From an optimization exercise on the open Yosys and OpenROAD flow, aimed at small area and a short achievable clock period; shortcuts taken in it are not production practice.
At most, simulation tests tie the RTL to the original design; equivalence was not proved.
The flow treats the clock pin as an ideal source. Dropping or thinning the clock tree relies on that and would not hold on a real chip.

## uart_circle_area
module uart_circle_area (
  input         clock,
  input         reset,
  input         rx_i,
  output [7:0]  rx_data,
  output [31:0] area_o,
  output reg    rx_data_valid,
  output reg    rx_error
);
Size in the first run: ~390 cells after synthesis, about 34 flip-flops, ~3600 um2 of cells after synthesis.
export LEC_CHECK = 0
export ABC_AREA = 1
export CAP_MARGIN = 20
export CORE_MARGIN = 2
export CORE_UTILIZATION = 40
export SLEW_MARGIN = 20
export SYNTH_HIERARCHICAL = 1
create_clock -name core_clock -period 24.0 [get_ports {clock}]
standard.sh (not shown) runs the stock make flow with config.mk's settings and CLKGATE_MAP_FILE= SYNTH_SCRIPT=/design/flow/synth_recipe.tcl, a recipe that flattens the netlist after the stock synthesis.
==> flow/flow/run.sh <==
#!/bin/bash
# The standard layout (the standard.sh: unchanged synthesis and steps) with
# these differences:
# - the port buffers that global placement puts on every input and output are
#   sky130_fd_sc_hd__buf_1 instead of the resizer's pick;
# - the tie-low cell that synthesis makes is not split into one cell per load
#   (SKIP_REPAIR_TIE_FANOUT), so the constant outputs share it;
# - after CTS, nbuf.tcl replaces the clock tree by 3 clkbuf_8 buffers, each fed
#   by the clock port and driving one placement cluster of the 34 flip-flops;
#   then the standard steps go on from global routing. The buffers are alike
#   and so are their loads, so all flip-flops see about the same clock arrival.
cp standard.sh standard.sh.txt
export BUFFER_PORTS_ARGS="-buffer_cell sky130_fd_sc_hd__buf_1"
export CTS_ARGS="-sink_clustering_enable -repair_clock_nets -buf_list sky130_fd_sc_hd__clkbuf_8 -root_buf sky130_fd_sc_hd__clkbuf_8 -dont_use_dummy_load"
export SKIP_REPAIR_TIE_FANOUT=1
bash standard.sh cts > standard_cts.log 2>&1
RES_DIR=orfs/results/sky130hd/uart_circle_area/base CLK_NET=clock NBUF=3 CLKBUF=sky130_fd_sc_hd__clkbuf_8 \
  openroad -no_init -exit flow/nbuf.tcl > nbuf.log 2>&1
bash standard.sh > standard.log 2>&1
Other scripts of this flow, unchanged in this note and not shown: flow/flow/nbuf.tcl
Then changed:
--- a/flow/design.v
+++ b/flow/design.v
@@ -1,49 +1,48 @@
 module uart_circle_area (
   input         clock,
   input         reset,
   input         rx_i,
   output [7:0]  rx_data,
   output [31:0] area_o,
   output reg    rx_data_valid,
-  output reg    rx_error
+  output        rx_error
 );
-  localparam IDLE = 4'b0000, CHECK_STOP = 4'b0001, ERROR = 4'b0010;
+  localparam IDLE = 4'b0000, IDLE_E = 4'b0100, CHECK_STOP = 4'b0001,
+             ERROR = 4'b0010, ERROR_E = 4'b0011;
   reg [3:0]  state;
   reg [7:0]  shift;
   reg [17:0] acc;
-  reg [1:0]  vg;
+  reg [1:0]  vgn;
   wire       in_data = state[3];
   wire [2:0] cnt     = state[2:0];
   wire       in_cs   = (state == CHECK_STOP);
-  wire       in_idle = (state == IDLE);
+  wire       in_idle = (state == IDLE) | (state == IDLE_E);
   always @(posedge clock) begin
     if (reset) begin
       state <= IDLE;
       shift <= 8'd0;
       rx_data_valid <= 1'b0;
-      vg <= 2'b00;
-      rx_error <= 1'b0;
+      vgn <= 2'b11;
     end else begin
-      rx_error <= (state == ERROR);
       rx_data_valid <= in_cs ? rx_i : (in_idle & rx_data_valid);
-      vg[0] <= in_cs ? rx_i : (in_idle & vg[0]);
-      vg[1] <= in_cs ? rx_i : (in_idle & vg[1]);
+      vgn[0] <= in_cs ? ~rx_i : (~in_idle | vgn[0]);
+      vgn[1] <= in_cs ? ~rx_i : (~in_idle | vgn[1]);
       if (in_data) begin
         shift <= {rx_i, shift[7:1]};
         state <= (cnt == 3'd7) ? CHECK_STOP : state + 4'd1;
       end else if (in_cs) begin
         state <= rx_i ? IDLE : ERROR;
       end else if (in_idle) begin
-        if (!rx_i) state <= 4'b1000;
+        state <= rx_i ? IDLE : 4'b1000;
       end else begin
-        if (rx_i) state <= IDLE;
+        state <= rx_i ? IDLE_E : ERROR_E;
       end
     end
   end
   wire [7:0] mask = {cnt != 3'd0, cnt > 3'd1, cnt > 3'd2, cnt > 3'd3,
                      cnt > 3'd4, cnt > 3'd5, cnt > 3'd6, 1'b0};
   wire [7:0] sp   = shift & mask;
   wire [6:0] ahi  = (cnt == 3'd0) ? 7'd0 : acc[17:11];
   wire [8:0] sum;
   wire [8:2] sc;
   assign sum[0] = ahi[0];
@@ -150,33 +149,33 @@
   wire s89, c90;
   kmul_fa u_s89 (.a(~s[11]), .b(s47), .ci(c46), .s(s89), .co(c90));
   wire s91, c92;
   kmul_fa u_s91 (.a(~s[12]), .b(s49), .ci(c48), .s(s91), .co(c92));
   wire s93, c94;
   kmul_fa u_s93 (.a(~s[13]), .b(s[11]), .ci(c50), .s(s93), .co(c94));
   wire s95 = s[14] ^ s[12];
   wire c96 = ~s[14] & s[12];
   wire s97 = s[15] ^ s[13];
   wire c98 = ~s[15] & s[13];
-  wire p99 = s53 ^ c52;
+  wire p99 = ~s53 | c52;
   wire g100 = ~s53 & c52;
-  wire p101 = s55 ^ c54;
+  wire p101 = s55 | c54;
   wire g102 = s55 & c54;
-  wire p103 = s57 ^ c56;
+  wire p103 = s57 | c56;
   wire g104 = s57 & c56;
-  wire p105 = s59 ^ c58;
+  wire p105 = s59 | c58;
   wire g106 = s59 & c58;
-  wire p107 = s61 ^ c60;
+  wire p107 = s61 | c60;
   wire g108 = s61 & c60;
-  wire p109 = s63 ^ c62;
+  wire p109 = s63 | c62;
   wire g110 = s63 & c62;
-  wire p111 = s65 ^ c64;
+  wire p111 = s65 | c64;
   wire g112 = s65 & c64;
   wire p113 = s67 ^ c66;
   wire g114 = s67 & c66;
   wire p115 = s69 ^ c68;
   wire g116 = s69 & c68;
   wire p117 = s71 ^ c70;
   wire g118 = s71 & c70;
   wire p119 = s73 ^ c72;
   wire g120 = s73 & c72;
   wire p121 = s75 ^ c74;
@@ -202,21 +201,21 @@
   wire p141 = s95 ^ c94;
   wire g142 = ~s95 & c94;
   wire p143 = s97 ^ c96;
   wire g144 = ~s97 & c96;
   wire p145 = s[14] ^ c98;
   wire g146 = ~s[14] & c98;
   wire p147 = s[15] ^ s[14];
   wire g148 = ~s[15] & s[14];
   wire G149 = ~s[10] & ~s[9];
   wire G150 = s51 | (~s51 & G149);
-  wire G151 = g100 | (~p99 & G150);
+  wire G151 = g100 | (p99 & G150);
   wire G152 = g102 | (p101 & G151);
   wire G153 = g104 | (p103 & G152);
   wire G154 = g106 | (p105 & G153);
   wire G155 = g108 | (p107 & G154);
   wire G156 = g110 | (p109 & G155);
   wire G157 = g112 | (p111 & G156);
   wire G158 = g114 | (p113 & G157);
   wire G159 = g116 | (p115 & G158);
   wire G160 = g118 | (p117 & G159);
   wire G161 = g120 | (p119 & G160);
@@ -268,23 +267,24 @@
   wire x207 = p131 ^ G193;
   wire x208 = p133 ^ G183;
   wire x209 = p135 ^ G194;
   wire x210 = p137 ^ G189;
   wire x211 = p139 ^ G195;
   wire x212 = ~p141 ^ G187;
   wire x213 = ~p143 ^ G196;
   wire x214 = ~p145 ^ G190;
   wire x215 = ~p147 ^ G197;
   assign area = {x215, x214, x213, x212, x211, x210, x209, x208, x207, x206, x205, x204, x203, x202, x201, x200, x199, x198};
-  wire [17:0] keep = in_cs ? area : acc;
+  wire [17:0] keep = in_cs ? ~area : acc;
   wire [8:0]  hi0  = in_data ? {2'b00, ahi} : keep[17:9];
   wire [8:0]  lo   = in_data ? acc[10:2] : keep[8:0];
   wire        take = in_data & rx_i;
   always @(posedge clock)
     acc <= {take ? sum : hi0, lo};
   assign rx_data = shift;
-  assign area_o  = {14'd0, acc & {{6{rx_data_valid}}, {6{vg[1]}}, {6{vg[0]}}}};
+  assign rx_error = (state == ERROR_E) | (state == IDLE_E);
+  assign area_o  = {14'd0, ~(acc | {{6{~rx_data_valid}}, {6{vgn[1]}}, {6{vgn[0]}}})};
 endmodule
 module kmul_fa(input a, input b, input ci, output s, output co);
   assign s  = a ^ b ^ ci;
   assign co = (a & b) | (a & ci) | (b & ci);
 endmodule
Result: The new run ran to the end with no violations; worst setup slack gets worse by 380 ps; core utilization stays flat; hold slack gets better by 16 ps; global-route usage climbs by 0.58 points; wire length climbs by 3.3%; first-iteration DRC count climbs by 22%; maximum frequency drops by 6.1%.
The RTL of the second run of this note was laid out without a check of its function.

[separate check: timing with driven ports]
The flow's constraints put no driver on any port. The routed layouts listed below were extracted and timed again, unchanged, in two steps. Step 1 (the two cells are an assumption about what drives the block):
set clk [get_ports {clock}]
set_driving_cell -lib_cell sky130_fd_sc_hd__clkbuf_16 $clk
set_driving_cell -lib_cell sky130_fd_sc_hd__buf_2 [delete_from_list [all_inputs] $clk]
Step 2 times the ports against the registers' clock, not the clock port: input delays grow and output delays shrink by t, the midpoint of the rising clock arrivals with the driver on. Slacks: ideal / step 1 / step 2; pairs: ideal / step 1.
run | shift t [ns] | setup slack, ns | worst hold slack (ns) | slew at the worst register clock pin (ns)
the first run | 0.191 | 18.093 / 18.039 / 18.115 | 0.473 / 0.473 / 0.473 | 0.10 / 0.10
the second run | 0.185 | 17.710 / 17.659 / 17.844 | 0.490 / 0.490 / 0.490 | 0.08 / 0.08
After both steps every run listed still meets setup and hold.
